Source: an optimization exercise on an open RTL-to-GDS flow (aim: small area, a short achievable clock period and few clock cycles per item). Production flows keep margins and buffers that such runs may drop.
In this exercise RTL edits were held to simulation tests only and were not proved equivalent to the original.
Power figures rest on the tool's default switching activity, not on a simulated workload.

**flow/design.v**
```verilog
module cache(
    clk,
    proc_reset,
    proc_read,
    proc_write,
    proc_addr,
    proc_rdata,
    proc_wdata,
    proc_stall,
    mem_read,
    mem_write,
    mem_addr,
    mem_rdata,
    mem_wdata,
    mem_ready
);
    input          clk;
    input          proc_reset;
    input          proc_read, proc_write;
    input   [29:0] proc_addr;
    input   [31:0] proc_wdata;
    output         proc_stall;
    output  [31:0] proc_rdata;
    input  [127:0] mem_rdata;
    input          mem_ready;
    output         mem_read, mem_write;
    output  [27:0] mem_addr;
    output [127:0] mem_wdata;
    integer i, k;
    reg [127:0] data_r  [0:7];
    reg  [25:0] tag_r   [0:7];
    reg   [7:0] valid_r;
    reg   [7:0] dirty_r;
    reg   [3:0] lru_r;           
    reg         done_r, wb_r, rd_r;
    reg         stall_r;         
    reg   [7:0] hsel_r;          
    reg  [31:0] rdata_r;
    reg  [27:0] maddr_r;
    reg [127:0] mwdata_r;
    wire  [1:0] idx    = proc_addr[3:2];
    wire  [1:0] off    = proc_addr[1:0];
    wire [25:0] tag_in = proc_addr[29:4];
    wire        req    = proc_read | proc_write;
    wire        look   = ~(done_r | wb_r | rd_r);
    wire [3:0] sset  = 4'b0001 << idx;
    wire [3:0] sword = 4'b0001 << off;
    reg [3:0] vict_set, vdirty_set;
    always @(*) begin
        for (i = 0; i < 4; i = i + 1) begin
            vict_set[i] = valid_r[2*i] ? (valid_r[2*i+1] ? lru_r[i] : 1'b1) : 1'b0;
            vdirty_set[i] = vict_set[i] ? (valid_r[2*i+1] & dirty_r[2*i+1])
                                        : (valid_r[2*i] & dirty_r[2*i]);
        end
    end
    reg [7:0] hv;        
    reg [7:0] vsel;      
    always @(*) begin
        for (i = 0; i < 8; i = i + 1) begin
            hv[i] = sset[i/2] & valid_r[i] & (tag_r[i] == tag_in);
            vsel[i] = sset[i/2] & (vict_set[i/2] == i[0]);
        end
    end
    wire hit0 = hv[0] | hv[2] | hv[4] | hv[6];
    wire hit1 = hv[1] | hv[3] | hv[5] | hv[7];
    wire hit  = hit0 | hit1;
    wire vict       = |(sset & vict_set);
    wire vict_dirty = |(sset & vdirty_set);
    reg [127:0] vblk;
    reg  [25:0] vtag;
    always @(*) begin
        vblk = 128'd0;
        vtag = 26'd0;
        for (i = 0; i < 8; i = i + 1) begin
            vblk = vblk | ({128{vsel[i]}} & data_r[i]);
            vtag = vtag | ({26{vsel[i]}} & tag_r[i]);
        end
    end
    reg [31:0] w0, w1, wm;
    always @(*) begin
        w0 = 32'd0;
        w1 = 32'd0;
        wm = 32'd0;
        for (i = 0; i < 4; i = i + 1)
            for (k = 0; k < 4; k = k + 1) begin
                w0 = w0 | ({32{sset[i] & sword[k]}} & data_r[2*i][32*k +: 32]);
                w1 = w1 | ({32{sset[i] & sword[k]}} & data_r[2*i+1][32*k +: 32]);
            end
        for (k = 0; k < 4; k = k + 1)
            wm = wm | ({32{sword[k]}} & mem_rdata[32*k +: 32]);
    end
    wire miss = look & req & ~hit;
    wire fill = rd_r & mem_ready;
    wire to_done = (look & req & hit) | fill;
    wire to_wb = (miss & vict_dirty) | (wb_r & ~mem_ready);
    wire to_rd = (miss & ~vict_dirty) | (wb_r & mem_ready) | (rd_r & ~mem_ready);
    assign proc_stall = stall_r;
    assign proc_rdata = rdata_r;
    assign mem_write  = wb_r;
    assign mem_read   = rd_r;
    assign mem_addr   = maddr_r;
    assign mem_wdata  = mwdata_r;
    reg [127:0] din;
    always @(*) begin
        for (k = 0; k < 4; k = k + 1)
            din[32*k +: 32] = (rd_r & ~(proc_write & sword[k])) ? mem_rdata[32*k +: 32] : proc_wdata;
    end
    wire whit = done_r & proc_write;
    always @(posedge clk) begin
        hsel_r   <= hv;
        rdata_r  <= ({32{hit0}} & w0) | ({32{hit1}} & w1) | ({32{rd_r}} & wm);
        maddr_r  <= {((look & vict_dirty) | (wb_r & ~mem_ready)) ? vtag : tag_in, idx};
        mwdata_r <= vblk;
        for (i = 0; i < 8; i = i + 1) begin
            for (k = 0; k < 4; k = k + 1)
                if ((vsel[i] & fill) | (hsel_r[i] & whit & sword[k]))
                    data_r[i][32*k +: 32] <= din[32*k +: 32];
            if (vsel[i] & fill)
                tag_r[i] <= tag_in;
            if ((vsel[i] & fill) | (hsel_r[i] & whit))
                dirty_r[i] <= proc_write;
        end
        for (i = 0; i < 4; i = i + 1) begin
            if (sset[i] & fill)
                lru_r[i] <= ~vict;
            if (done_r & (hsel_r[2*i] | hsel_r[2*i+1]))
                lru_r[i] <= hsel_r[2*i];
        end
    end
    always @(posedge clk) begin
        if (proc_reset) begin
            done_r  <= 1'b0;
            wb_r    <= 1'b0;
            rd_r    <= 1'b0;
            stall_r <= 1'b1;
            valid_r <= 8'd0;
        end else begin
            done_r  <= to_done;
            wb_r    <= to_wb;
            rd_r    <= to_rd;
            stall_r <= ~to_done;
            for (i = 0; i < 8; i = i + 1)
                if (vsel[i] & fill)
                    valid_r[i] <= 1'b1;
        end
    end
endmodule
```
**flow/run.sh**
```bash
#!/bin/bash
# synth_recipe.tcl (not shown) runs the flow's synth.tcl, then flattens the netlist and writes it again
# the make line also repeats each setting of config.mk as NAME=value (left out here)
make -C /OpenROAD-flow-scripts/flow DESIGN_CONFIG=/design/flow/config.mk WORK_HOME=/design/flow/orfs CLKGATE_MAP_FILE= SYNTH_SCRIPT=/design/flow/synth_recipe.tcl finish
```
**flow/config.mk**
```make
export PLATFORM = sky130hd
export DESIGN_NAME = cache
export DESIGN_NICKNAME = cache
export VERILOG_FILES = /design/flow/design.v
export SDC_FILE = /design/flow/constraint.sdc
export NUM_CORES = 4
export LEC_CHECK = 0
export CAP_MARGIN = 20
export CORE_MARGIN = 2
export CORE_UTILIZATION = 60
export SETUP_SLACK_MARGIN = 5.0
export SLEW_MARGIN = 20
export TNS_END_PERCENT = 5
```
**flow/constraint.sdc**
```tcl
create_clock -name core_clock -period 8.0 [get_ports {clk}]
set_input_delay 1.6000 -clock core_clock [delete_from_list [all_inputs] [get_ports {clk}]]
set_output_delay 1.6000 -clock core_clock [all_outputs]
set_load 0.01 [all_outputs]
```
==> run summary, run 1 <==
status complete, no violations; post-DP HPWL 131000 um; total power per unit cell area 240 nW/um2; CTS tree yes; Static Leak 24.0 nW; htree depth 4; switching pwr 4.17 mW; XOR/XNOR share of the synthesized area 0.0302; drt pass-1 iters 10; Reg power frac 0.498; Warnings, synthesis 3; VDD IR max 0.000212 V; placed insts 5440; number of fill cells in the layout 6604; DRC violation count after routing 0; Clk pwr share 0.404; synth-to-layout area growth 19.3%; final setup TNS 0 ns; Final Net Count 4572; RePlAce Congestion 0.908; critical path type primary input to register; Synth Area in Adders 0; Crit. End Element register; vias in the first global route 44100; switch share 0.241; hold_buf cts 0; first-pass GRT wire length 339000 um; most common cell after layout, fill and taps aside edfxtp_1; Clock Skew 0.0310 ns; initial antenna violation count 12; IO Port Bufs 385; Final ANT Viol Nets 0; Synthesized Nets 4164; Worst slew margin 0.119; Total GRT Usage 0.476; fin crit share 0.415; #FFs+latches synth 1452; routed len/inst 42.9 um; max-slew violations 0; gr ovfl total 0; Arr. time, crit path 3.78 ns; Most used DFF post-synth edfxtp_1; root buffer cell clkbuf_16; asr flop ratio synth 0; cts bufs inserted 150; Max-Cap Viols 0; worst slew pin tran 1.32 ns; total wire length 250000 um; Critical Path RT 8.45 ns; CP Launch Type primary input; area occupied by multi-input gates 18200 um2; initial DRC count 10307; setup violators final 0; critical path fanouts, max 11; layout cells sized above 1 0.179; Clk pin slew, worst setup/hold paths 0.06 ns; Seq/Total Area, Yosys 0.686; # clock sinks 1452; post-synthesis simple-gate area fraction 0.0487; clock buffer depth 3; HP Class register to register; Int Pwr 13.1 mW; combinational share of power 0.098; Synth Area in Compound Gates 0.156; fmax 301 MHz; DIE AREA 103000 um2; vias per cell 7.95; RSZ-0062 raised after global routing true; Post-Layout Cell Count 5812; Synth cell types 58; clock latency on the worst-skew pair 0.79 ns; largest net degree at the start of global routing 96; synthesized area 60500 um2; Avg Inst Size Synth 15.2 um2; Fin. Hold Viols 0; die span in y 322 um; largest family of logic cells by synthesized area compound AO/OA/AOI/OAI gates; Post-Synthesis Cells 3969; Final min period 3.32 ns; Via Count 46188; initial core utilization 0.605; I/O Pins 386; most frequent cells in the layout edfxtp_1 (1244), a22oi_1 (744), clkdlybuf4s50_1 (256); mux contribution to synthesized area 0.0510; Post-synth EDFFs 1244; Placeable Area 100000 um2; register area 41500 um2; Die Width 322 um; Core Rows 116
[critical path: stages]
cell,delay (ns)
clkdlybuf4s15_2,0.35
and2_1,0.38
nand2_1,0.35
o21ai_4,0.51
buf_4,0.27
buf_4,0.28
[per-stage QoR]
step | power [mW] | util | cell area, um2 | hold WS, ns | worst slack, ns
floorplan | 9.51 | - | 60900 | 0.469 | 4.76
global placement | 10.3 | 0.657 | 65700 | 0.486 | 2.90
detailed placement | 10.3 | 0.657 | 65700 | 0.498 | 2.88
CTS | 17.2 | 0.720 | 72000 | 0.505 | 4.73
global route | 17.6 | 0.721 | 72100 | 0.531 | 4.72
finish | 17.3 | 0.721 | 72100 | 0.516 | 4.68
[synthesized netlist by cell type, drive strengths merged, types with 5 or more instances]
master,instances,share of area
nand2,30,0.0019
nor2,102,0.0065
a211o,9,0.0013
xnor2,18,0.0026
edfxtp,1244,0.62
nand3,193,0.016
a2bb2oi,32,0.0046
a22o,152,0.022
clkbuf,94,0.0063
inv,13,0.00081
mux2i,18,0.0030
nand2b,10,0.0012
nor4,52,0.0070
a222oi,30,0.0050
a22oi,744,0.092
dfxtp,208,0.069
xor2,190,0.028
buf,218,0.021
mux4,32,0.012
o21ai,80,0.0067
a221oi,153,0.022
a21oi,5,0.00041
nor3,5,0.00041
mux2,194,0.036
nand4,109,0.011
[path summary, 6_finish.rpt]
| kind | cells after the start | startpoint | slack, ns | to |
|---|---|---|---|---|
| min reg2reg | 2 | data_r[2][78] | 0.52 | mwdata_r[78] |
| max | 6 | proc_write | 4.68 | data_r[7][60] |
| max reg2reg | 8 | valid_r[5] | 5.00 | mwdata_r[71] |
| min | 2 | data_r[2][78] | 0.52 | mwdata_r[78] |
[power groups by stage]
stage	combinational [mW]	clock [mW]	sequential (mW)
after floorplan	0.753	0	8.76
after global placement	1.53	0	8.78
after detailed placement	1.54	0	8.78
after CTS	1.62	6.98	8.61
after global routing	1.72	7.28	8.62
final	1.69	7.00	8.62
[sequential cells by signal, indices dropped and copies added, names as in the netlist]
name,count
done_r,1
data_r,1024
maddr_r,28
wb_r,1
stall_r,1
mwdata_r,128
hsel_r,8
tag_r,208
valid_r,8
lru_r,4
rdata_r,32
rd_r,1
dirty_r,8
[repair_timing]
action,4_1_cts,5_1_grt
gates cloned,27,2
buffers inserted,52,2
pin swaps,54,1
endpoints found under the setup margin,2652,1653
gates resized for setup,431,16
[routing by layer]
metal  track usage  wire length, um  part of all wire
met3         0.186            44700              0.18
met5             0               42           0.00017
met1         0.610            80200              0.32
met2         0.676           104000              0.42
met4         0.309            20900             0.084
[layout make-up]
| class | count | area share |
|---|---|---|
| flip-flops and latches | 1452 | 0.576 |
| multi-input cells | 2206 | 0.253 |
| repair buffers | 550 | 0.0793 |
| clock buffers | 205 | 0.0578 |
| well taps | 1298 | 0.0225 |
| clock inverters | 73 | 0.00971 |
| inverters | 13 | 0.000885 |
| repair inverters | 4 | 0.000416 |
| diodes | 11 | 0.000382 |
[cell families after synthesis]
family	after synthesis
buffers and inverters	326
AO/OA/AOI/OAI	1212
flip-flops	1452
AND/OR/NAND/NOR	527
XOR/XNOR	208
multiplexers	244
Testbench counts, summed over its fixed seeds: cycles 107,890, requests 18,000.
==> run 2, diff against run 1 <==
--- a/flow/config.mk
+++ b/flow/config.mk
@@ -9,5 +9,5 @@
 export CORE_MARGIN = 2
 export CORE_UTILIZATION = 60
-export SETUP_SLACK_MARGIN = 5.0
+export SETUP_SLACK_MARGIN = 4.8
 export SLEW_MARGIN = 20
-export TNS_END_PERCENT = 5
+export TNS_END_PERCENT = 20
==> run 2 against run 1 <==
  * Cell count hardly changed
  * Still clean
  * Hold slack got worse by 0.010 ns
  * Critical path type is now register to output port
  * Count of clock-buffer cells in the layout decreased by 3
  * Sequential power hardly changed
  * Non-clock buffer count rose by 9
  * Clock power is 3% lower
  * Sequential share of layout area down 0.099 points
  * Die area unchanged
  * Maximum frequency shrank 3.4%
==> run summary, run 2 <==
Worst slew margin 0.108; max-slew violations 0; htree depth 4; most frequent cell after synthesis edfxtp_1; RePlAce Congestion 0.915; #FFs+latches synth 1452; Arr. time, crit path 1.84 ns; layout cells sized above 1 0.180; Synthesized Nets 4164; Die Width 322 um; vias in the first global route 44842; Warnings, synthesis 3; Fin. Hold Viols 0; final setup TNS 0 ns; area post-placement 65800 um2; die span in y 322 um; clock buffer depth 3; flop-to-flop setup slack 4.64 ns; initial core utilization 0.605; Critical path origin mwdata_r[38]; Final Net Count 4581; VDD IR max 0.000203 V; flip-flop count of the largest register after layout 1024; synth-to-layout area growth 19.4%; Critical R2R Launch valid_r[1]; CP peak stage delay 0.60 ns; Layout Utilization 0.722; final setup margin 4.56 ns; setup violators final 0; IO Port Bufs 385; hold_buf cts 0; slowest cell on the critical path clkdlybuf4s50_1; HP Class register to register; Via Count 46087; CP Launch Type register; post-synth top area cell edfxtp_1; Critical Path RT 6.40 ns; fin crit share 0.430; routed len/inst 42.7 um; CTS tree yes; pre-CTS setup slack 2.86 ns; Static Leak 23.8 nW; Top Registers data_r (1024), tag_r (208), mwdata_r (128); cell family with most CP delay buffers and inverters; most common cell after layout, fill and taps aside edfxtp_1; largest net degree at the start of global routing 123; fmax 291 MHz; initial DRC count 10109; most frequent cells in the layout edfxtp_1 (1244), a22oi_1 (744), clkdlybuf4s50_1 (351); largest cells by area after synthesis edfxtp_1 (62%), a22oi_1 (9.2%), dfxtp_1 (6.9%); Core Rows 116; Synth cell types 58; Yosys top cell area share 0.618; Final ANT Viol Nets 0; R2R Path End mwdata_r[118]; Total GRT Usage 0.476; Hold Path Cell Cnt 2; Crit. End Element output port; worst slew pin tran 1.34 ns; Hold Path End mwdata_r[127]; FF-to-FF path depth 8; Seq/Total Area, Yosys 0.686; Max-Cap Viols 0; Clk pin slew, worst setup/hold paths 0.06 ns; DRC violation count after routing 0; vias per cell 7.93; post-DP HPWL 130000 um; critical path fanouts, max 1; drt pass-1 iters 9; initial antenna violation count 13; Most used DFF post-synth edfxtp_1; hold path startpoint data_r[5][127]; cts bufs inserted 147; Post-Synthesis Cells 3969; total wire length 248000 um; I/O Pins 386; Design Area, Final 72200 um2; first-pass GRT wire length 341000 um; Clock Skew 0.0336 ns; RSZ-0062 raised after global routing true; DIE AREA 103000 um2; Post-synth EDFFs 1244; Placeable Area 100000 um2; critical path type register to output port; Synth top cells by count edfxtp_1 (1244), a22oi_1 (744), dfxtp_1 (208); synthesized area 60500 um2; total power per unit cell area 237 nW/um2; Top reg by flops data_r; status complete, no violations; Avg Inst Size Synth 15.2 um2; asr flop ratio synth 0; # clock sinks 1452; Final min period 3.44 ns; clock latency on the worst-skew pair 0.78 ns; crit-path cells clkdlybuf4s50_1; CP bufs+invs 1; root buffer cell clkbuf_16; gr ovfl total 0
[run 2: cells by family (layout without fill, tap and decap cells)]
kind of cell / after synthesis / after routing / share of synthesized area
simple gates: 527 / 544 / 0.0487
other cells: 0 / 5 / 0
mux: 244 / 244 / 0.0510
compound gates: 1212 / 1213 / 0.156
xor+xnor: 208 / 208 / 0.0302
flops: 1452 / 1452 / 0.686
buf+inv: 326 / 847 / 0.0280
[run 2: final cells by class]
type,instances,area [um2]
Antenna cell,5,12.5
Clock buffer,202,4160
Clock inverter,69,564
Fill cell,6513,27800
Inverter,13,67.6
Multi-Input combinational cell,2209,18300
Sequential cell,1452,41500
Tap cell,1298,1620
Timing Repair Buffer,559,5970
Timing Repair inverter,4,30.0
[run 2: power by group]
| part | leakage (nW) | internal (mW) | switching, mW | total, mW |
|---|---|---|---|---|
| clock | 2.33 | 3.90 | 2.91 | 6.81 |
| combinational | 8.55 | 0.650 | 1.08 | 1.73 |
| sequential | 13.0 | 8.50 | 0.114 | 8.62 |
[run 2: metrics by stage]
step / total power, mW / hold slack, ns / instances
5_1_grt: 17.5 / 0.532 / 5806
2_1_floorplan: 9.51 / 0.469 / 3969
6_report: 17.2 / 0.506 / 5811
3_5_place_dp: 10.3 / 0.494 / 5437
3_3_place_gp: 10.3 / 0.486 / 5436
4_1_cts: 17.0 / 0.505 / 5801
[run 2: layer usage]
metal,vias up,global-route usage,part of all wire
li1,17367,-,-
met1,22151,0.606,0.32
met2,5210,0.667,0.41
met3,1341,0.192,0.18
met4,18,0.332,0.086
met5,-,0,0.00047
[run 2: worst max-delay path by stage]
stage                     endpoint  slack [ns]  cells past startpoint
floorplan              tag_r[1][0]        4.75                      5
global placement       rdata_r[19]        2.91                     10
detailed placement     rdata_r[19]        2.86                     10
CTS                 proc_rdata[24]        4.61                      1
global route         mem_wdata[38]        4.57                      1
finish               mem_wdata[38]        4.56                      1
[run 2: repair_timing]
action                     in CTS  in global routing
resized for setup             262                107
setup endpoints to repair    2580               1706
cloned                         33                  0
buffers inserted               60                  5
pin swaps                      50                 21
==> run 3, diff against run 2 <==
--- a/flow/design.v
+++ b/flow/design.v
@@ -35,5 +35,5 @@
     reg         done_r, wb_r, rd_r;
     reg         stall_r;         
-    reg   [7:0] hsel_r;          
+    reg   [7:0] hw_r;            
     reg  [31:0] rdata_r;
     reg  [27:0] maddr_r;
@@ -43,5 +43,5 @@
     wire [25:0] tag_in = proc_addr[29:4];
     wire        req    = proc_read | proc_write;
-    wire        look   = ~(done_r | wb_r | rd_r);
+    wire        look   = ~(done_r | rd_r);
     wire [3:0] sset  = 4'b0001 << idx;
     wire [3:0] sword = 4'b0001 << off;
@@ -67,14 +67,18 @@
     wire vict       = |(sset & vict_set);
     wire vict_dirty = |(sset & vdirty_set);
-    reg [127:0] vblk;
+    reg [127:0] blk0, blk1;
     reg  [25:0] vtag;
     always @(*) begin
-        vblk = 128'd0;
+        blk0 = 128'd0;
+        blk1 = 128'd0;
         vtag = 26'd0;
-        for (i = 0; i < 8; i = i + 1) begin
-            vblk = vblk | ({128{vsel[i]}} & data_r[i]);
+        for (i = 0; i < 4; i = i + 1) begin
+            blk0 = blk0 | ({128{sset[i]}} & data_r[2*i]);
+            blk1 = blk1 | ({128{sset[i]}} & data_r[2*i+1]);
+        end
+        for (i = 0; i < 8; i = i + 1)
             vtag = vtag | ({26{vsel[i]}} & tag_r[i]);
-        end
     end
+    wire [127:0] vblk = vict ? blk1 : blk0;
     reg [31:0] w0, w1, wm;
     always @(*) begin
@@ -82,17 +86,16 @@
         w1 = 32'd0;
         wm = 32'd0;
-        for (i = 0; i < 4; i = i + 1)
-            for (k = 0; k < 4; k = k + 1) begin
-                w0 = w0 | ({32{sset[i] & sword[k]}} & data_r[2*i][32*k +: 32]);
-                w1 = w1 | ({32{sset[i] & sword[k]}} & data_r[2*i+1][32*k +: 32]);
-            end
-        for (k = 0; k < 4; k = k + 1)
+        for (k = 0; k < 4; k = k + 1) begin
+            w0 = w0 | ({32{sword[k]}} & blk0[32*k +: 32]);
+            w1 = w1 | ({32{sword[k]}} & blk1[32*k +: 32]);
             wm = wm | ({32{sword[k]}} & mem_rdata[32*k +: 32]);
+        end
     end
+    wire wb_busy = wb_r & ~mem_ready;    
     wire miss = look & req & ~hit;
     wire fill = rd_r & mem_ready;
     wire to_done = (look & req & hit) | fill;
-    wire to_wb = (miss & vict_dirty) | (wb_r & ~mem_ready);
-    wire to_rd = (miss & ~vict_dirty) | (wb_r & mem_ready) | (rd_r & ~mem_ready);
+    wire to_rd = (miss & ~wb_busy) | (rd_r & ~mem_ready);
+    wire to_wb = (fill & vict_dirty) | wb_busy;
     assign proc_stall = stall_r;
     assign proc_rdata = rdata_r;
@@ -106,17 +109,19 @@
             din[32*k +: 32] = (rd_r & ~(proc_write & sword[k])) ? mem_rdata[32*k +: 32] : proc_wdata;
     end
-    wire whit = done_r & proc_write;
+    wire whit = done_r;
     always @(posedge clk) begin
-        hsel_r   <= hv;
+        hw_r     <= hv & {8{proc_write}};
         rdata_r  <= ({32{hit0}} & w0) | ({32{hit1}} & w1) | ({32{rd_r}} & wm);
-        maddr_r  <= {((look & vict_dirty) | (wb_r & ~mem_ready)) ? vtag : tag_in, idx};
-        mwdata_r <= vblk;
+        if (fill | (~rd_r & ~wb_busy))
+            maddr_r <= {rd_r ? vtag : tag_in, idx};
+        if (fill)
+            mwdata_r <= vblk;
         for (i = 0; i < 8; i = i + 1) begin
             for (k = 0; k < 4; k = k + 1)
-                if ((vsel[i] & fill) | (hsel_r[i] & whit & sword[k]))
+                if ((vsel[i] & fill) | (hw_r[i] & whit & sword[k]))
                     data_r[i][32*k +: 32] <= din[32*k +: 32];
             if (vsel[i] & fill)
                 tag_r[i] <= tag_in;
-            if ((vsel[i] & fill) | (hsel_r[i] & whit))
+            if ((vsel[i] & fill) | (hw_r[i] & whit))
                 dirty_r[i] <= proc_write;
         end
@@ -124,6 +129,6 @@
             if (sset[i] & fill)
                 lru_r[i] <= ~vict;
-            if (done_r & (hsel_r[2*i] | hsel_r[2*i+1]))
-                lru_r[i] <= hsel_r[2*i];
+            if (look & req & (hv[2*i] | hv[2*i+1]))
+                lru_r[i] <= hv[2*i];
         end
     end
--- a/flow/config.mk
+++ b/flow/config.mk
@@ -9,5 +9,7 @@
 export CORE_MARGIN = 2
 export CORE_UTILIZATION = 60
-export SETUP_SLACK_MARGIN = 4.8
+export CTS_CLUSTER_DIAMETER = 100
+export CTS_CLUSTER_SIZE = 25
+export SETUP_SLACK_MARGIN = 5.0
 export SLEW_MARGIN = 20
-export TNS_END_PERCENT = 20
+export TNS_END_PERCENT = 5
==> run 3 against run 2 <==
  * Area after synthesis fell by 0.26%
  * Clock skew fell by 0.0084 ns
  * Via count fell by 24%
  * Die area fell by 0.26%
  * Hold slack improved by 0.052 ns
  * Count of clock-buffer cells in the layout fell by 90
  * Synthesized cell count fell by 18%
  * Clock power fell by 41%
  * Sequential cell count did not move
  * Combinational power fell by 14%
  * Critical path depth did not move
  * Register-to-register slack improved by 0.19 ns
  * Critical path type unchanged
  * Highest routed layer unchanged
==> run summary, run 3 <==
flip-flop count of the largest register after layout 1024; most frequent cells in the layout edfxtp_1 (1400), nand2_1 (445), mux4_2 (355); Clk pwr share 0.284; vias per cell 6.91; largest net degree at the start of global routing 133; IO Port Bufs 385; Top reg by flops data_r; Post-Layout Cell Count 5053; final setup TNS 0 ns; HP Class register to register; switching pwr 3.22 mW; initial core utilization 0.604; Critical Path RT 6.40 ns; Tot Pwr 14.0 mW; setup violators final 0; post-synth top area cell edfxtp_1; vias in the first global route 34264; Int Pwr 10.8 mW; Total GRT Usage 0.362; Clk pin slew, worst setup/hold paths 0.10 ns; critical path type register to output port; Seq/Total Area, Yosys 0.714; synth-to-layout area growth 16.3%; routed len/inst 37.1 um; final setup margin 4.65 ns; Top Registers data_r (1024), tag_r (208), mwdata_r (128); synthesized area 60300 um2; Die Width 321 um; Final ANT Viol Nets 0; Synth cell types 51; Warnings, synthesis 3; Synthesized Nets 3453; Final min period 3.35 ns; cts bufs inserted 68; crit-path cells clkdlybuf4s50_1; CP Launch Type register; htree depth 3; initial DRC count 5058; Max-Cap Viols 0; clock buffer depth 3; layout cells sized above 1 0.250; # clock sinks 1452; asr flop ratio synth 0; post-DP HPWL 109000 um; Avg Inst Size Synth 18.5 um2; most frequent cell after synthesis edfxtp_1; Most used DFF post-synth edfxtp_1; combinational share of power 0.106; Placeable Area 99900 um2; critical path fanouts, max 1; initial antenna violation count 6; CP peak stage delay 0.60 ns; Final Net Count 3904; total power per unit cell area 200 nW/um2; switch share 0.229; CP bufs+invs 1; RSZ-0062 raised after global routing true; fmax 298 MHz; gr ovfl total 0; number of fill cells in the layout 6241; I/O Pins 386; VDD IR max 0.000162 V; #FFs+latches synth 1452; drt pass-1 iters 6; Post-synth EDFFs 1400; Synth top cells by count edfxtp_1 (1400), nand2_1 (451), mux4_2 (355); Crit. End Element output port; hold slack 0.558 ns; Via Count 34901; most common cell after layout, fill and taps aside edfxtp_1; max-slew violations 0; clock latency on the worst-skew pair 0.68 ns; slowest cell on the critical path clkdlybuf4s50_1; CTS tree yes; Arr. time, crit path 1.75 ns; Yosys top cell area share 0.697; Fin. Hold Viols 0; total wire length 187000 um; Static Leak 23.0 nW; pre-CTS setup slack 2.21 ns; cell family with most CP delay buffers and inverters; Reg power frac 0.610; Post-Synthesis Cells 3258; largest cells by area after synthesis edfxtp_1 (70%), mux4_2 (13%), nand2_1 (2.8%); Worst slew margin 0.320; worst slew pin tran 1.02 ns; DIE AREA 103000 um2; fin crit share 0.419; RePlAce Congestion 0.889; first-pass GRT wire length 259000 um; Clock Skew 0.0252 ns; placed insts 4826; root buffer cell clkbuf_16; DRC violation count after routing 0; die span in y 321 um; status complete, no violations; Core Rows 116
-- run 3: power by group through the flow --
stage          clock network, mW  registers (mW)  logic (mW)
6_report                    3.99            8.56        1.49
5_1_grt                     4.26            8.57        1.55
4_1_cts                     4.01            8.56        1.46
3_5_place_dp                   0            8.73        1.37
3_3_place_gp                   0            8.73        1.35
2_1_floorplan                  0            8.75       0.736
-- run 3: layout make-up --
cell class / instances / area, um2 / share of cell area
Antenna cell: 2 / 5.00 / 0.0000713
Clock buffer: 112 / 1930 / 0.0275
Clock inverter: 2 / 38.8 / 0.000553
Inverter: 82 / 340 / 0.00485
Multi-Input combinational cell: 1538 / 17000 / 0.242
Sequential cell: 1452 / 43100 / 0.614
Tap cell: 1298 / 1620 / 0.0231
Timing Repair Buffer: 563 / 6160 / 0.0878
Timing Repair inverter: 4 / 25.0 / 0.000357
-- run 3: final timing paths --
check | from | slack (ns) | endpoint | cells after the start
worst max-delay path | mwdata_r[32] | 4.65 | mem_wdata[32] | 1
worst min-delay path | valid_r[3] | 0.56 | valid_r[3] | 2
worst max register to register | valid_r[7] | 4.83 | mwdata_r[34] | 10
worst min register to register | valid_r[3] | 0.56 | valid_r[3] | 2
-- run 3: cell families after synthesis --
logic type,after synthesis,share of synthesized area
flip-flops,1452,0.714
AND/OR/NAND/NOR,615,0.0438
AO/OA/AOI/OAI,193,0.0271
buffers and inverters,270,0.0219
XOR/XNOR,208,0.0302
multiplexers,520,0.163
-- run 3: metal layers --
layer  vias to the layer above  track usage  part of all wire
met5                         -            0           0.00028
met4                         8        0.132             0.041
met3                       385       0.0770              0.12
met2                      2535        0.569              0.47
met1                     18236        0.508              0.37
li1                      13737            -                 -
-- run 3: tightest hold or removal path, delay by kind of cell, from the launching register on --
family                 cells  cell delay, ns
AOI/OAI and AO/OA          1            0.07
buffers and inverters      1            0.08
DFF                        1            0.36
-- run 3: per-stage QoR --
stage | cell area (um2) | util
floorplan | 60700 | -
global placement | 65900 | 0.660
detailed placement | 65900 | 0.660
CTS | 69800 | 0.699
global route | 70200 | 0.703
finish | 70200 | 0.703
-- run 3: what timing repair did --
action	4_1_cts	5_1_grt
pin swaps	38	3
cloned	21	4
endpoints found under the setup margin	2785	2604
hold buffers	0	0
endpoints found under the hold margin	0	0
buffers inserted	68	18
resized for setup	338	37
Testbench counts of run 3, summed over its fixed seeds: cycles 94,456, requests 18,000.
==> run 4, diff against run 3 <==
==> flow/flow/run.sh (new file) <==
#!/bin/bash
# The standard layout, with three changes: ports are buffered with buf_2
# cells instead of the default delay-buffer cells; the resizer may swap cells
# across footprints (so those buffers can be resized like any other cell);
# and clock tree synthesis adds no dummy loads.
set -euo pipefail
bash standard.sh MATCH_CELL_FOOTPRINT=0 \
  "BUFFER_PORTS_ARGS=-buffer_cell sky130_fd_sc_hd__buf_2" \
  "CTS_ARGS=-sink_clustering_enable -repair_clock_nets -sink_clustering_size 25 -sink_clustering_max_diameter 100 -dont_use_dummy_load" \
  finish > standard.log 2>&1
==> flow/standard.sh (new file) <==
#!/bin/bash
# synth_recipe.tcl (not shown) runs the flow's synth.tcl, then flattens the netlist and writes it again
# the make line also repeats each setting of config.mk as NAME=value (left out here)
make -C /OpenROAD-flow-scripts/flow DESIGN_CONFIG=/design/flow/config.mk WORK_HOME=/design/flow/orfs CLKGATE_MAP_FILE= SYNTH_SCRIPT=/design/flow/synth_recipe.tcl "${@:-finish}"
removed: flow/run.sh
==> run 4 against run 3 <==
  * Still clean on timing, DRC and antenna
  * Clock skew rose by 0.066 ns
  * Power fell by 2.4%
  * Via count shrank 1.8%
  * First-iteration DRC count decreased by 2.0%
  * Critical path type is now primary input to register
==> run summary, run 4 <==
root buffer cell clkbuf_16; routed len/inst 36.1 um; Synthesized Nets 3453; Most used DFF post-synth edfxtp_1; Arr. time, crit path 3.85 ns; die span in y 321 um; largest net degree at the start of global routing 150; Hold Path Cell Cnt 2; critical path fanouts, max 11; flop-to-flop setup slack 5.06 ns; vias in the first global route 33538; Placeable Area 99900 um2; Final ANT Viol Nets 0; met1 usage 0.495; R2R Path End mwdata_r[92]; clock buffer depth 3; Critical Path RT 8.56 ns; Fin. Hold Viols 0; # clock sinks 1452; Top Registers data_r (1024), tag_r (208), mwdata_r (128); #FFs+latches synth 1452; clock latency on the worst-skew pair 0.68 ns; Yosys top cell area share 0.697; DRC violation count after routing 0; Via Count 34266; Design Area, Final 68300 um2; Die Width 321 um; layout cells sized above 1 0.349; Hold Path End hw_r[3]; hold slack 0.536 ns; initial DRC count 4955; M3 GR Usage 0.0619; DIE AREA 103000 um2; Seq/Total Area, Yosys 0.714; VDD IR max 0.000180 V; gr busiest metal met2; setup violators final 0; Top reg by flops data_r; max-slew violations 0; Total GRT Usage 0.344; post-DP HPWL 109000 um; Critical R2R Launch lru_r[0]; RSZ-0062 raised after global routing true; drt pass-1 iters 7; area post-placement 64000 um2; gr ovfl total 0; total power per unit cell area 201 nW/um2; placed insts 4826; total wire length 181000 um; htree depth 3; hold_buf cts 0; flip-flop count of the largest register after layout 1024; Worst slew margin 0.309; fin crit share 0.411; first-pass GRT wire length 247000 um; Final Net Count 3913; fmax 304 MHz; most frequent cell after synthesis edfxtp_1; Static Leak 23.0 nW; Warnings, synthesis 3; hold path startpoint valid_r[3]; critical path type primary input to register; FF-to-FF path depth 8; Clock Skew 0.0911 ns; CTS tree yes; Max-Cap Viols 0; met2 Use GR 0.543; largest cells by area after synthesis edfxtp_1 (70%), mux4_2 (13%), nand2_1 (2.8%); Post-Synthesis Cells 3258; status complete, no violations; synth-to-layout area growth 13.3%; Avg Inst Size Synth 18.5 um2; initial core utilization 0.604; IO Port Bufs 385; synthesized area 60300 um2; most frequent cells in the layout edfxtp_1 (1400), nand2_1 (444), mux4_2 (355), buf_2 (355), mux2_2 (138); Post-synth EDFFs 1400; Final min period 3.29 ns; worst slew pin tran 1.03 ns; CP Launch Type primary input; Crit. End Element register; Core Rows 116; HP Class register to register; most common cell after layout, fill and taps aside edfxtp_1; vias per cell 6.83; Post-Layout Cell Count 5018; RePlAce Congestion 0.908; asr flop ratio synth 0; Clk pin slew, worst setup/hold paths 0.10 ns; initial antenna violation count 5; post-synth top area cell edfxtp_1; Synth top cells by count edfxtp_1 (1400), nand2_1 (451), mux4_2 (355); Synth cell types 51; cts bufs inserted 68; final setup TNS 0 ns; I/O Pins 386
[run 4: cell counts after synthesis]
No cell type changed its count.
[run 4: worst max-delay path by stage]
stage,cells after the start,start,endpoint
floorplan,2,mem_ready,mwdata_r[0]
detailed placement,8,proc_addr[2],data_r[6][127]
CTS,5,proc_write,data_r[1][105]
global route,2,rd_r,mem_read
global placement,8,proc_addr[3],data_r[2][68]
finish,9,proc_addr[19],rdata_r[14]
[run 4: final cells by class]
cell class,instances,area [um2]
fill,6644,31500
timing repair buffer,572,4510
antenna,4,10.0
multi-input combinational,1538,17000
inverter,82,330
sequential,1452,43100
tap,1298,1620
clock buffer,68,1700
timing repair inverter,4,25.0
[run 4: cell families (layout without fill, tap and decap cells)]
kind of cell,after synthesis,count (layout),share of synthesized area
other cells,0,4,0
buf+inv,270,726,0.0219
simple gates,615,617,0.0438
flops,1452,1452,0.714
compound gates,193,193,0.0271
xor+xnor,208,208,0.0302
mux,520,520,0.163
[run 4: per-layer routing]
layer	part of all wire	wire, um
met5	0	0
met4	0.036	6480
met3	0.11	20400
met2	0.48	86600
met1	0.37	67800
[run 4: metrics by stage]
stage                util  power (mW)  setup slack [ns]
floorplan               -        9.49              3.99
global placement    0.640        9.96              2.56
detailed placement  0.641        9.99              2.47
CTS                 0.671        13.7              4.72
global route        0.684        14.1              4.73
finish              0.684        13.7              4.71
[run 4: where the power goes]
group          internal [mW]  total, mW  switching, mW
clock network           1.53       3.77           2.23
registers               8.52       8.56         0.0388
logic                  0.518       1.38          0.861
total                   10.6       13.7           3.13
[run 4: worst max-delay path: stages]
cell,delay (ns)
buf_16,0.13
xnor2_4,0.17
nand4_1,0.24
nor4_4,0.54
nand4_1,0.31
and4_4,0.32
buf_16,0.20
buf_4,0.17
o221ai_4,0.13
[run 4: what timing repair did]
action / 4_1_cts / 5_1_grt
setup buffers: 48 / 47
endpoints found under the hold margin: 0 / 0
endpoints found under the setup margin: 2432 / 2118
gates cloned: 12 / 13
pin swaps: 27 / 27
gates resized for setup: 166 / 143
==> run 5, diff against run 4 <==
--- a/flow/design.v
+++ b/flow/design.v
@@ -36,4 +36,7 @@
     reg         stall_r;         
     reg   [7:0] hw_r;            
+    reg   [7:0] vs_r;            
+    reg   [3:0] sw_r;            
+    reg         way_r;           
     reg  [31:0] rdata_r;
     reg  [27:0] maddr_r;
@@ -107,10 +110,13 @@
     always @(*) begin
         for (k = 0; k < 4; k = k + 1)
-            din[32*k +: 32] = (rd_r & ~(proc_write & sword[k])) ? mem_rdata[32*k +: 32] : proc_wdata;
+            din[32*k +: 32] = sw_r[k] ? proc_wdata : mem_rdata[32*k +: 32];
     end
     wire whit = done_r;
     always @(posedge clk) begin
         hw_r     <= hv & {8{proc_write}};
-        rdata_r  <= ({32{hit0}} & w0) | ({32{hit1}} & w1) | ({32{rd_r}} & wm);
+        rdata_r  <= hit1 ? w1 : (rd_r ? wm : w0);
+        vs_r     <= vsel;
+        sw_r     <= sword & {4{proc_write}};
+        way_r    <= rd_r ? vict : hit1;
         if (fill | (~rd_r & ~wb_busy))
             maddr_r <= {rd_r ? vtag : tag_in, idx};
@@ -119,17 +125,14 @@
         for (i = 0; i < 8; i = i + 1) begin
             for (k = 0; k < 4; k = k + 1)
-                if ((vsel[i] & fill) | (hw_r[i] & whit & sword[k]))
+                if ((vs_r[i] & fill) | (hw_r[i] & whit & sw_r[k]))
                     data_r[i][32*k +: 32] <= din[32*k +: 32];
-            if (vsel[i] & fill)
+            if (vs_r[i] & fill)
                 tag_r[i] <= tag_in;
-            if ((vsel[i] & fill) | (hw_r[i] & whit))
+            if ((vs_r[i] & fill) | (hw_r[i] & whit))
                 dirty_r[i] <= proc_write;
         end
-        for (i = 0; i < 4; i = i + 1) begin
-            if (sset[i] & fill)
-                lru_r[i] <= ~vict;
-            if (look & req & (hv[2*i] | hv[2*i+1]))
-                lru_r[i] <= hv[2*i];
-        end
+        for (i = 0; i < 4; i = i + 1)
+            if (sset[i] & done_r)
+                lru_r[i] <= ~way_r;
     end
     always @(posedge clk) begin
@@ -146,5 +149,5 @@
             stall_r <= ~to_done;
             for (i = 0; i < 8; i = i + 1)
-                if (vsel[i] & fill)
+                if (vs_r[i] & fill)
                     valid_r[i] <= 1'b1;
         end
==> run 5 against run 4 <==
  * Sequential share of layout area shrank 0.79 points
  * Setup slack lost 0.013 ns
  * Via count grew 1.9%
  * Critical path depth shrank 4
  * Clock skew shrank 0.057 ns
  * Maximum frequency shrank 0.39%
  * First-iteration DRC count grew 20%
  * Critical endpoint is now data_r[0][102]
==> run summary, run 5 <==
Synth cell types 45; pre-CTS setup slack 2.59 ns; clock buffer depth 3; Post-synth EDFFs 1400; CTS tree yes; largest cells by area after synthesis edfxtp_1 (70%), mux4_2 (12%), mux2_2 (4.6%); Clk pin slew, worst setup/hold paths 0.11 ns; die span in y 321 um; gr ovfl total 0; Max-Cap Viols 0; M3 GR Usage 0.0837; Top reg by flops data_r; root buffer cell clkbuf_16; RSZ-0062 raised after global routing true; #FFs+latches synth 1465; Most used DFF post-synth edfxtp_1; initial core utilization 0.605; Total GRT Usage 0.384; routed len/inst 41.5 um; gr busiest metal met2; Crit. End Element register; Avg Inst Size Synth 20.0 um2; largest net degree at the start of global routing 63; first-pass GRT wire length 269000 um; Core Rows 116; Top Registers data_r (1024), tag_r (208), mwdata_r (128); synth-to-layout area growth 15.3%; Final ANT Viol Nets 0; flip-flop count of the largest register after layout 1024; post-synth top area cell edfxtp_1; HP Class register to register; Via Count 34905; Clock Skew 0.0340 ns; layout cells sized above 1 0.397; Seq/Total Area, Yosys 0.718; Post-Layout Cell Count 4814; Static Leak 22.8 nW; Warnings, synthesis 3; Synthesized Nets 3212; setup violators final 0; post-DP HPWL 99500 um; max-slew violations 0; Yosys top cell area share 0.696; area occupied by multi-input gates 17300 um2; critical path type register to register; cts bufs inserted 68; met1 usage 0.535; Design Area, Final 69600 um2; CP Launch Type register; # clock sinks 1465; fin crit share 0.412; DIE AREA 103000 um2; status complete, no violations; most frequent cells in the layout edfxtp_1 (1400), buf_2 (355), mux4_2 (320); Fin. Hold Viols 0; critical path fanouts, max 39; vias per cell 7.25; Critical Path RT 8.32 ns; Placeable Area 99900 um2; number of fill cells in the layout 6257; Tot Pwr 13.8 mW; Post-Synthesis Cells 3017; VDD IR max 0.000167 V; clock latency on the worst-skew pair 0.68 ns; most frequent cell after synthesis edfxtp_1; Worst slew margin 0.211; met2 Use GR 0.602; vias in the first global route 33211; I/O Pins 386; initial DRC count 5940; final setup margin 4.70 ns; area post-placement 63700 um2; IO Port Bufs 385; DRC violation count after routing 0; Synth top cells by count edfxtp_1 (1400), mux4_2 (320), mux2_2 (246); Final Net Count 3708; htree depth 3; register area 43400 um2; synthesized area 60400 um2; drt pass-1 iters 6; placed insts 4546; total power per unit cell area 198 nW/um2; total wire length 200000 um; final setup TNS 0 ns; most common cell after layout, fill and taps aside edfxtp_1; hold_buf cts 0; worst slew pin tran 1.18 ns; asr flop ratio synth 0; Die Width 321 um; RePlAce Congestion 0.925; initial antenna violation count 9; Final min period 3.30 ns; fmax 303 MHz; Arr. time, crit path 3.61 ns
[run 5: cell types whose count changed after synthesis, sizes merged, moves of 28 or more]
cell | before | now
a221oi | 20 | 52
a22o | 18 | 52
a22oi | 28 | 0
buf | 144 | 112
clkbuf | 44 | 79
clkinv | 63 | 1
mux2 | 138 | 355
mux4 | 355 | 320
nand2 | 452 | 5
o21a | 1 | 32
o221ai | 32 | 0
o22ai | 0 | 35
xnor2 | 89 | 25
xor2 | 119 | 183
[run 5: path summary, 6_finish.rpt]
kind	startpoint	to	slack (ns)	cells past startpoint
worst min-delay path	valid_r[0]	valid_r[0]	0.55	2
worst max register to register	rd_r	data_r[0][102]	4.70	5
worst max-delay path	rd_r	data_r[0][102]	4.70	5
worst min register to register	valid_r[0]	valid_r[0]	0.55	2
[run 5: repair_timing]
| item | 4_1_cts | 5_1_grt |
|---|---|---|
| setup endpoints to repair | 1222 | 1197 |
| pin swaps | 16 | 0 |
| resized for setup | 250 | 15 |
| setup buffers | 92 | 29 |
| cloned | 70 | 4 |
[run 5: report_power, final]
part           switching (mW)  leakage, nW  internal, mW
clock                    2.29        0.838          1.53
combinational           0.795         8.79         0.549
sequential             0.0729         13.2          8.55
total                    3.16         22.8          10.6
[run 5: layout make-up]
class / instances / share of cell area
Clock buffer: 68 / 0.0244
Sequential cell: 1465 / 0.623
Antenna cell: 5 / 0.000180
Timing Repair Buffer: 583 / 0.0793
Multi-Input combinational cell: 1360 / 0.248
Tap cell: 1298 / 0.0233
Inverter: 35 / 0.00189
[run 5: cell families (layout without fill, tap and decap cells)]
logic type	Yosys count	count (layout)	share of synthesized area
other	0	5	0
buffers and inverters	226	686	0.0183
and+or+nand+nor	191	193	0.0171
AOI/OAI and AO/OA	250	282	0.0308
xor gates and xnor gates	208	208	0.0302
muxes	677	677	0.186
DFF	1465	1465	0.718
[run 5: metrics by stage]
stage          hold WS [ns]   util
6_report              0.553  0.697
2_1_floorplan         0.459      -
4_1_cts               0.538  0.691
3_3_place_gp          0.488  0.637
5_1_grt               0.570  0.697
3_5_place_dp          0.516  0.638
[run 5: worst max-delay path: stages, from the launching register on]
cell	delay, ns
dfxtp_4	0.69
buf_8	0.43
and3_1	0.25
buf_6	0.47
a21o_2	0.44
o21a_4	0.51
[run 5: per-layer routing]
layer,vias up,share of wire
met5,-,0.00049
met4,6,0.044
met3,415,0.12
met2,2602,0.47
met1,18515,0.36
li1,13367,-
Testbench counts of run 5, summed over its fixed seeds: cycles 94,456, requests 18,000.
==> run 6, diff against run 5 <==
--- a/flow/config.mk
+++ b/flow/config.mk
@@ -8,5 +8,5 @@
 export CAP_MARGIN = 20
 export CORE_MARGIN = 2
-export CORE_UTILIZATION = 60
+export CORE_UTILIZATION = 70
 export CTS_CLUSTER_DIAMETER = 100
 export CTS_CLUSTER_SIZE = 25
==> run 6 against run 5 <==
  * Clock skew increased by 0.024 ns
  * Clock power decreased by 1%
  * Count of clock-buffer cells in the layout unchanged
  * Cell count decreased by 3.5%
  * Global-route usage increased by 4.7 points
  * Sequential cell count unchanged
  * Power decreased by 0.58%
  * Sequential share of layout area increased by 0.80 points
  * Synthesized cell count unchanged
==> run summary, run 6 <==
setup violators final 0; critical path type primary input to register; Most used DFF post-synth edfxtp_1; combinational share of power 0.095; Avg Inst Size Synth 20.0 um2; Post-Synthesis Cells 3017; flip-flop count of the largest register after layout 1024; fin crit share 0.421; Arr. time, crit path 3.91 ns; Warnings, synthesis 3; vias in the first global route 34468; Clk pwr share 0.275; total power per unit cell area 199 nW/um2; Core Rows 107; root buffer cell clkbuf_16; hold slack 0.529 ns; IO Port Bufs 385; Final ANT Viol Nets 0; hold_buf cts 0; # clock sinks 1465; cts bufs inserted 68; most frequent cell after synthesis edfxtp_1; Top reg by flops data_r; switching pwr 3.10 mW; Top Registers data_r (1024), tag_r (208), mwdata_r (128); fmax 297 MHz; DIE AREA 88600 um2; Synth cell types 45; CP Launch Type primary input; max-slew violations 0; Int Pwr 10.6 mW; Critical Path RT 8.54 ns; Fin. Hold Viols 0; status complete, no violations; VDD IR max 0.000267 V; initial antenna violation count 8; I/O Pins 386; DRC violation count after routing 0; Static Leak 22.5 nW; #FFs+latches synth 1465; Post-synth EDFFs 1400; Final Net Count 3692; htree depth 3; Synthesized Nets 3212; RSZ-0062 raised after global routing true; layout cells sized above 1 0.383; CTS tree yes; Yosys top cell area share 0.696; Via Count 35571; routed len/inst 42.4 um; die span in y 298 um; switch share 0.226; largest net degree at the start of global routing 66; synth-to-layout area growth 13.8%; initial DRC count 6455; Die Width 298 um; final setup TNS 0 ns; Final min period 3.37 ns; Reg power frac 0.630; Placeable Area 85300 um2; asr flop ratio synth 0; drt pass-1 iters 9; synthesized area 60400 um2; Clock Skew 0.0581 ns; post-DP HPWL 96600 um; clock latency on the worst-skew pair 0.66 ns; post-synth top area cell edfxtp_1; most common cell after layout, fill and taps aside edfxtp_1; Total GRT Usage 0.431; total wire length 197000 um; vias per cell 7.66; Crit. End Element register; gr ovfl total 0; worst slew pin tran 1.14 ns; Seq/Total Area, Yosys 0.718; initial core utilization 0.708; RePlAce Congestion 0.931; largest cells by area after synthesis edfxtp_1 (70%), mux4_2 (12%), mux2_2 (4.6%); HP Class register to register; critical path fanouts, max 61; Worst slew margin 0.241; first-pass GRT wire length 262000 um; Synth top cells by count edfxtp_1 (1400), mux4_2 (320), mux2_2 (246); Max-Cap Viols 0; clock buffer depth 3; Clk pin slew, worst setup/hold paths 0.10 ns; most frequent cells in the layout edfxtp_1 (1400), buf_2 (355), mux4_2 (320)
## run 6: changes by cell type in the layout (fill, tap and decap cells not counted), sizes merged
cell / delta
buf: -2
a21oi: +4
and2: +1
clkbuf: -15
or2: +1
o21a: -6
or4: +1
## run 6: worst paths after layout
check                from  slack [ns]  depth (start not counted)       endpoint
max          proc_addr[3]        4.63                          8    rdata_r[15]
min            valid_r[0]        0.53                          2     valid_r[0]
max reg2reg          rd_r        5.10                          4  data_r[2][62]
min reg2reg    valid_r[0]        0.53                          2     valid_r[0]
## run 6: logic make-up (layout without fill, tap and decap cells)
logic type,after synthesis,count (layout),synth area share
flip-flops,1465,1465,0.718
AO/OA/AOI/OAI,250,280,0.0308
other,0,5,0
multiplexers,677,677,0.186
buffers and inverters,226,669,0.0183
XOR/XNOR,208,208,0.0302
AND/OR/NAND/NOR,191,196,0.0171
## run 6: final cells by class
type | instances | area [um2]
fillers | 4186 | 16500
repair buffers | 566 | 4980
multi-input cells | 1361 | 17100
inverters | 35 | 131
diodes | 5 | 12.5
flip-flops and latches | 1465 | 43400
clock buffers | 68 | 1700
well taps | 1144 | 1430
## run 6: what timing repair did
item                       4_1_cts  5_1_grt
pin swaps                       12        1
gates cloned                    50        7
setup endpoints to repair     1267     1143
hold endpoints to repair         0        0
setup buffers                   56       59
gates resized for setup        235       24
## run 6: power groups by stage
stage,Combinational [mW],Clock (mW),Sequential (mW)
global route,1.35,3.97,8.64
finish,1.31,3.77,8.64
global placement,1.10,0,8.81
CTS,1.25,3.72,8.63
floorplan,0.698,0,8.80
detailed placement,1.14,0,8.81
## run 6: layer usage
layer  share of wire  up-vias  GRT usage
li1                -    13318          -
met1            0.31    18010      0.581
met4           0.063        8      0.216
met5          0.0010        -    0.00162
met2            0.47     3536      0.666
met3            0.15      699      0.112
## run 6: stage by stage
step                      std cells  power [mW]   util  worst slack (ns)  cell area [um2]
after floorplan                3017        9.50      -              4.54            61000
after global placement         4399        9.91  0.744              2.60            63400
after detailed placement       4399        9.95  0.744              2.51            63400
after CTS                      4573        13.6  0.792              4.75            67500
after global routing           4643        14.0  0.806              4.68            68700
final                          4644        13.7  0.806              4.63            68700
## run 6: worst max-delay path: stages
cell       delay, ns
buf_16          0.14
buf_12          0.35
clkbuf_16       0.39
mux4_2          0.38
mux2_2          0.28
o22ai_1         0.19
a21oi_1         0.12
mux2_2          0.35
==> run 7, diff against run 6 <==
--- a/flow/design.v
+++ b/flow/design.v
@@ -37,4 +37,7 @@
     reg   [7:0] hw_r;            
     reg   [7:0] vs_r;            
+    reg         vw_r;            
+    reg   [7:0] fl_r;            
+    reg   [3:0] so_r;            
     reg   [3:0] sw_r;            
     reg         way_r;           
@@ -81,7 +84,7 @@
         end
         for (i = 0; i < 8; i = i + 1)
-            vtag = vtag | ({26{vsel[i]}} & tag_r[i]);
+            vtag = vtag | ({26{vs_r[i]}} & tag_r[i]);
     end
-    wire [127:0] vblk = vict ? blk1 : blk0;
+    wire [127:0] vblk = vw_r ? blk1 : blk0;
     reg [31:0] w0, w1, wm;
     always @(*) begin
@@ -92,5 +95,5 @@
             w0 = w0 | ({32{sword[k]}} & blk0[32*k +: 32]);
             w1 = w1 | ({32{sword[k]}} & blk1[32*k +: 32]);
-            wm = wm | ({32{sword[k]}} & mem_rdata[32*k +: 32]);
+            wm = wm | ({32{so_r[k]}} & mem_rdata[32*k +: 32]);
         end
     end
@@ -112,9 +115,10 @@
             din[32*k +: 32] = sw_r[k] ? proc_wdata : mem_rdata[32*k +: 32];
     end
-    wire whit = done_r;
     always @(posedge clk) begin
-        hw_r     <= hv & {8{proc_write}};
+        hw_r     <= hv & {8{proc_write & look}};
         rdata_r  <= hit1 ? w1 : (rd_r ? wm : w0);
         vs_r     <= vsel;
+        vw_r     <= vict;
+        so_r     <= sword;
         sw_r     <= sword & {4{proc_write}};
         way_r    <= rd_r ? vict : hit1;
@@ -125,9 +129,9 @@
         for (i = 0; i < 8; i = i + 1) begin
             for (k = 0; k < 4; k = k + 1)
-                if ((vs_r[i] & fill) | (hw_r[i] & whit & sw_r[k]))
+                if ((fl_r[i] & mem_ready) | (hw_r[i] & sw_r[k]))
                     data_r[i][32*k +: 32] <= din[32*k +: 32];
-            if (vs_r[i] & fill)
+            if (fl_r[i] & mem_ready)
                 tag_r[i] <= tag_in;
-            if ((vs_r[i] & fill) | (hw_r[i] & whit))
+            if ((fl_r[i] & mem_ready) | hw_r[i])
                 dirty_r[i] <= proc_write;
         end
@@ -143,5 +147,7 @@
             stall_r <= 1'b1;
             valid_r <= 8'd0;
+            fl_r    <= 8'd0;
         end else begin
+            fl_r    <= vsel & {8{to_rd}};
             done_r  <= to_done;
             wb_r    <= to_wb;
@@ -149,5 +155,5 @@
             stall_r <= ~to_done;
             for (i = 0; i < 8; i = i + 1)
-                if (vs_r[i] & fill)
+                if (fl_r[i] & mem_ready)
                     valid_r[i] <= 1'b1;
         end
--- a/flow/config.mk
+++ b/flow/config.mk
@@ -8,5 +8,5 @@
 export CAP_MARGIN = 20
 export CORE_MARGIN = 2
-export CORE_UTILIZATION = 70
+export CORE_UTILIZATION = 60
 export CTS_CLUSTER_DIAMETER = 100
 export CTS_CLUSTER_SIZE = 25
==> run 7 against run 6 <==
  * Largest cell class unchanged
  * Non-clock buffer count down 118
  * Critical path depth unchanged
  * Still clean
  * Maximum frequency about the same
  * Sequential cell count up 13
==> run summary, run 7 <==
CP Launch Type primary input; M3 GR Usage 0.0519; Synth top cells by count edfxtp_1 (1400), mux4_2 (320), mux2_2 (257); asr flop ratio synth 0; most frequent cell after synthesis edfxtp_1; critical path fanouts, max 17; vias per cell 7.06; Placeable Area 100000 um2; Post-synth EDFFs 1400; Critical Path RT 8.56 ns; largest cells by area after synthesis edfxtp_1 (69%), mux4_2 (12%), mux2_2 (4.8%); Layout Utilization 0.663; setup violators final 0; gr ovfl total 0; Avg Inst Size Synth 19.5 um2; Core Rows 116; DRC violation count after routing 0; Yosys top cell area share 0.694; Fin. Hold Viols 0; post-synth top area cell edfxtp_1; met1 usage 0.484; Hold Path Cell Cnt 2; htree depth 3; initial core utilization 0.605; Final min period 3.37 ns; IO Port Bufs 385; Seq/Total Area, Yosys 0.720; Static Leak 21.8 nW; critical path type primary input to register; Worst slew margin 0.289; die span in y 322 um; I/O Pins 386; placed insts 4649; area occupied by multi-input gates 16500 um2; Max-Cap Viols 0; number of fill cells in the layout 6668; Via Count 33510; Die Width 322 um; Critical R2R Launch rd_r; status complete, no violations; RePlAce Congestion 0.924; fmax 297 MHz; Warnings, synthesis 3; Clk pin slew, worst setup/hold paths 0.10 ns; vias in the first global route 33332; final setup TNS 0 ns; gr busiest metal met2; #FFs+latches synth 1478; RSZ-0062 raised after global routing true; Tot Pwr 13.9 mW; root buffer cell clkbuf_16; synthesized area 60600 um2; DIE AREA 104000 um2; Post-Synthesis Cells 3111; Synth cell types 45; fin crit share 0.421; initial antenna violation count 10; post-DP HPWL 106000 um; total power per unit cell area 210 nW/um2; total wire length 182000 um; clock latency on the worst-skew pair 0.68 ns; most common cell after layout, fill and taps aside edfxtp_1; clock buffer depth 3; VDD IR max 0.000219 V; cts bufs inserted 70; first-pass GRT wire length 251000 um; hold slack 0.505 ns; Total GRT Usage 0.351; largest net degree at the start of global routing 75; Arr. time, crit path 3.93 ns; met2 Use GR 0.573; CP peak stage delay 0.55 ns; FF-to-FF path depth 3; Post-Layout Cell Count 4744; max-slew violations 0; crit-path cells clkbuf_4, xor2_1, nor4_2, nand2_1, or4_4, and4_4, clkbuf_16, mux2_4; Top reg by flops data_r; HP Class register to register; most frequent cells in the layout edfxtp_1 (1400), buf_2 (359), mux4_2 (320); Final Net Count 3639; worst slew pin tran 1.06 ns; register area 43600 um2; routed len/inst 38.3 um; Final ANT Viol Nets 0; flip-flop count of the largest register after layout 1024; CTS tree yes; hold path startpoint valid_r[0]; R2R Path End mwdata_r[26]; layout cells sized above 1 0.345; drt pass-1 iters 6; Hold Path End valid_r[0]; Clock Skew 0.0386 ns; flop-to-flop setup slack 5.25 ns; Most used DFF post-synth edfxtp_1; Crit. End Element register; cell family with most CP delay simple AND/OR/NAND/NOR gates; synth-to-layout area growth 9.61%; Top Registers data_r (1024), tag_r (208), mwdata_r (128); Crit. path cell count 8; CP bufs+invs 2; initial DRC count 4651; slowest cell on the critical path or4_4; # clock sinks 1478; Synthesized Nets 3306
==> run 7: how the worst max path moves through the flow <==
stage	startpoint	to	slack, ns
finish	proc_addr[11]	rdata_r[13]	4.63
floorplan	proc_addr[3]	rdata_r[10]	4.14
global route	proc_addr[2]	rdata_r[28]	4.66
CTS	rd_r	mem_read	4.66
global placement	proc_addr[3]	rdata_r[15]	2.62
detailed placement	proc_addr[3]	rdata_r[13]	2.54
==> run 7: logic make-up after synthesis <==
kind of cell,Yosys count,synth area share
multiplexers,612,0.175
flip-flops,1478,0.720
AND/OR/NAND/NOR,364,0.0306
AO/OA/AOI/OAI,244,0.0315
XOR/XNOR,208,0.0301
buffers and inverters,205,0.0133
==> run 7: timing repair <==
action / in CTS / in global routing
hold buffers: 0 / 0
buffers inserted: 10 / 1
gates resized for setup: 53 / 30
endpoints found under the setup margin: 232 / 130
pin swaps: 4 / 4
cloned: 9 / 1
==> run 7: report_power, final <==
part | total, mW | switching, mW | internal, mW
Clock | 3.84 | 2.27 | 1.58
Combinational | 1.32 | 0.803 | 0.519
Sequential | 8.76 | 0.0884 | 8.68
==> run 7: cell type report <==
| type | count | area share |
|---|---|---|
| Antenna cell | 4 | 0.000151 |
| Sequential cell | 1478 | 0.657 |
| Inverter | 18 | 0.00102 |
| Tap cell | 1298 | 0.0245 |
| Clock buffer | 70 | 0.0264 |
| Timing Repair Buffer | 448 | 0.0425 |
| Multi-Input combinational cell | 1428 | 0.249 |
==> run 7: worst reg2reg max path: stages (launching register included) <==
cell     delay [ns]
dfxtp_2        0.34
buf_8          0.35
and2_4         0.82
buf_4          0.83
==> run 7: per-stage QoR <==
step                      worst slack, ns  instance area (um2)
final                                4.63                66400
after global routing                 4.66                66400
after CTS                            4.66                66300
after detailed placement             2.54                64000
after global placement               2.62                64000
after floorplan                      4.14                60700
==> run 7: per-layer routing <==
layer | vias up | wire [um]
met5 | - | 27
met4 | 4 | 8490
met3 | 414 | 16700
met2 | 2123 | 88700
met1 | 17600 | 67800
li1 | 13369 | -
Testbench counts of run 7, summed over its fixed seeds: cycles 94,456, requests 18,000.
==> run 8, diff against run 7 <==
--- a/flow/config.mk
+++ b/flow/config.mk
@@ -13,3 +13,3 @@
 export SETUP_SLACK_MARGIN = 5.0
 export SLEW_MARGIN = 20
-export TNS_END_PERCENT = 5
+export TNS_END_PERCENT = 15
==> run 8 against run 7 <==
  * Still clean
  * Non-clock buffer count rose by 13
  * Die area did not move
  * Synthesized cell count did not move
  * Combinational power rose by 4%
  * Design area rose by 0.63%
  * Area after synthesis did not move
  * Clock power barely moved
  * Setup slack improved by 0.072 ns
  * Critical path type unchanged
  * Critical endpoint is now rdata_r[31]
==> run summary, run 8 <==
status complete, no violations; VDD IR max 0.000204 V; Tot Pwr 14.0 mW; worst slew pin tran 1.03 ns; Clk pwr share 0.274; setup violators final 0; cts bufs inserted 69; vias per cell 7.13; drt pass-1 iters 5; RePlAce Congestion 0.968; DIE AREA 104000 um2; RSZ-0062 raised after global routing true; hold slack 0.485 ns; Placeable Area 100000 um2; register area 43600 um2; clock buffer depth 3; Synth top cells by count edfxtp_1 (1400), mux4_2 (320), mux2_2 (257); Static Leak 21.9 nW; htree depth 3; IO Port Bufs 385; I/O Pins 386; DRC violation count after routing 0; routed len/inst 39.3 um; final setup margin 4.70 ns; placed insts 4649; Final ANT Viol Nets 0; most frequent cells in the layout edfxtp_1 (1400), buf_2 (355), mux4_2 (320); most frequent cell after synthesis edfxtp_1; Max-Cap Viols 0; Reg power frac 0.627; Warnings, synthesis 3; number of fill cells in the layout 6604; die span in y 322 um; Final Net Count 3652; root buffer cell clkbuf_16; Core Rows 116; Avg Inst Size Synth 19.5 um2; switch share 0.229; gr ovfl total 0; final setup TNS 0 ns; max-slew violations 0; fin crit share 0.412; slowest cell on the critical path or4b_4; mux contribution to synthesized area 0.175; # clock sinks 1478; crit-path cells buf_16, or3b_4, or4b_4, or4_4, and4_4, buf_12, mux2_1; largest net degree at the start of global routing 76; clock latency on the worst-skew pair 0.68 ns; Seq/Total Area, Yosys 0.720; CP peak stage delay 0.49 ns; Post-Layout Cell Count 4757; initial core utilization 0.605; switching pwr 3.19 mW; CP bufs+invs 2; post-synthesis simple-gate area fraction 0.0306; synth-to-layout area growth 10.3%; total power per unit cell area 209 nW/um2; post-synth top area cell edfxtp_1; Crit. End Element register; layout cells sized above 1 0.356; Int Pwr 10.8 mW; Die Width 322 um; Synth Area in Compound Gates 0.0315; Post-synth EDFFs 1400; total wire length 187000 um; area occupied by multi-input gates 16700 um2; Yosys top cell area share 0.694; CTS tree yes; flip-flop count of the largest register after layout 1024; Synthesized Nets 3306; initial antenna violation count 5; synthesized area 60600 um2; #FFs+latches synth 1478; Most used DFF post-synth edfxtp_1; CP Launch Type primary input; Via Count 33929; post-DP HPWL 108000 um; combinational share of power 0.098; critical path type primary input to register; Synth Area in Adders 0; Fin. Hold Viols 0; Post-Synthesis Cells 3111; Synth cell types 45; Total GRT Usage 0.360; first-pass GRT wire length 256000 um; Critical Path RT 8.57 ns; critical path fanouts, max 10; largest cells by area after synthesis edfxtp_1 (69%), mux4_2 (12%), mux2_2 (4.8%); Clock Skew 0.0524 ns; Worst slew margin 0.311; vias in the first global route 33109; Top reg by flops data_r; most common cell after layout, fill and taps aside edfxtp_1; Final min period 3.30 ns; XOR/XNOR share of the synthesized area 0.0301; largest family of logic cells by synthesized area multiplexers; Arr. time, crit path 3.86 ns; HP Class register to register; Top Registers data_r (1024), tag_r (208), mwdata_r (128); initial DRC count 4841; pre-CTS setup slack 3.07 ns; cell family with most CP delay simple AND/OR/NAND/NOR gates; fmax 303 MHz; asr flop ratio synth 0; Clk pin slew, worst setup/hold paths 0.10 ns
[run 8: through the flow]
step | instance area, um2 | util
6_report | 66800 | 0.667
5_1_grt | 66800 | 0.667
4_1_cts | 66500 | 0.664
3_5_place_dp | 64100 | 0.640
3_3_place_gp | 64000 | 0.639
2_1_floorplan | 60800 | -
[run 8: cell type report]
cell class,instances,area share
Sequential cell,1478,0.653
Multi-Input combinational cell,1429,0.250
Timing Repair Buffer,461,0.0456
Clock buffer,69,0.0258
Tap cell,1298,0.0243
Inverter,18,0.00101
Antenna cell,4,0.000150
[run 8: path summary, 6_finish.rpt]
path	from	end	slack (ns)	depth (start not counted)
max	proc_addr[2]	rdata_r[31]	4.70	7
min	valid_r[7]	valid_r[7]	0.49	2
max reg2reg	sw_r[3]	data_r[5][112]	5.11	3
min reg2reg	valid_r[7]	valid_r[7]	0.49	2
[run 8: power by group through the flow]
stage / Clock [mW] / Sequential (mW) / Combinational (mW)
after global routing: 4.07 / 8.77 / 1.43
final: 3.83 / 8.76 / 1.37
after detailed placement: 0 / 8.93 / 1.29
after floorplan: 0 / 8.94 / 0.735
after CTS: 3.84 / 8.75 / 1.34
after global placement: 0 / 8.92 / 1.26
[run 8: per-layer routing]
metal  global-route usage  up-vias  part of all wire
met5                    0        -          0.000075
li1                     -    13366                 -
met2                0.583     2263              0.49
met4                0.128        2             0.041
met1                0.502    17953              0.37
met3               0.0624      345             0.099
[run 8: worst min-delay path: stages (launching register included)]
cell     delay, ns
dfxtp_1       0.33
inv_1         0.06
a21oi_1       0.06
[run 8: logic make-up (layout without fill, tap and decap cells)]
| kind of cell | after synthesis | in the layout |
|---|---|---|
| AO/OA/AOI/OAI | 244 | 244 |
| XOR/XNOR | 208 | 208 |
| buffers and inverters | 205 | 548 |
| flip-flops | 1478 | 1478 |
| multiplexers | 612 | 612 |
| other | 0 | 4 |
| AND/OR/NAND/NOR | 364 | 365 |
[run 8: repair_timing]
item,CTS,global route
hold buffers,0,0
buffers inserted,19,2
resized for setup,57,50
endpoints found under the setup margin,270,156
pin swaps,8,7
gates cloned,10,4

-- port drivers added, routing unchanged --
The results above use ideal ports. As a check the final layouts listed here were re-extracted and re-timed, cells and wires unchanged. Step 1: set_driving_cell puts a clkbuf_16 on clk and a buf_2 on each other input, an assumption about the parent block. Step 2 moves the port delays by t, midway between the first and last clock arrival at a register: inputs arrive t later, outputs are due t later. That takes back most of the time a late clock gives input paths. Three values: ideal, step 1, step 2; two values: the first two.
run | shift t [ns] | setup WS [ns] | worst setup path after step 2 | worst data-port slew with drivers (ns) | cell pins on the clock port's net
run 1 | 0.853 | 4.678 / 4.641 / 3.788 | input to register | 0.28 | 1
run 2 | 0.842 | 4.560 / 4.484 / 3.838 | input to register | 0.08 | 1
run 3 | 0.740 | 4.645 / 4.566 / 3.849 | input to register | 0.24 | 1
run 4 | 0.718 | 4.715 / 4.675 / 3.957 | input to register | 0.33 | 1
run 5 | 0.743 | 4.702 / 4.443 / 3.700 | input to register | 0.45 | 1
run 6 | 0.705 | 4.633 / 4.343 / 3.638 | input to register | 0.42 | 1
run 7 | 0.736 | 4.632 / 4.494 / 3.758 | input to register | 0.36 | 1
run 8 | 0.729 | 4.704 / 4.535 / 3.806 | input to register | 0.40 | 1
After both steps setup and hold are still met in every run listed. The setup slack of run 5, which loses most, moves by -0.259 ns with the drivers and by -1.002 ns with both steps.
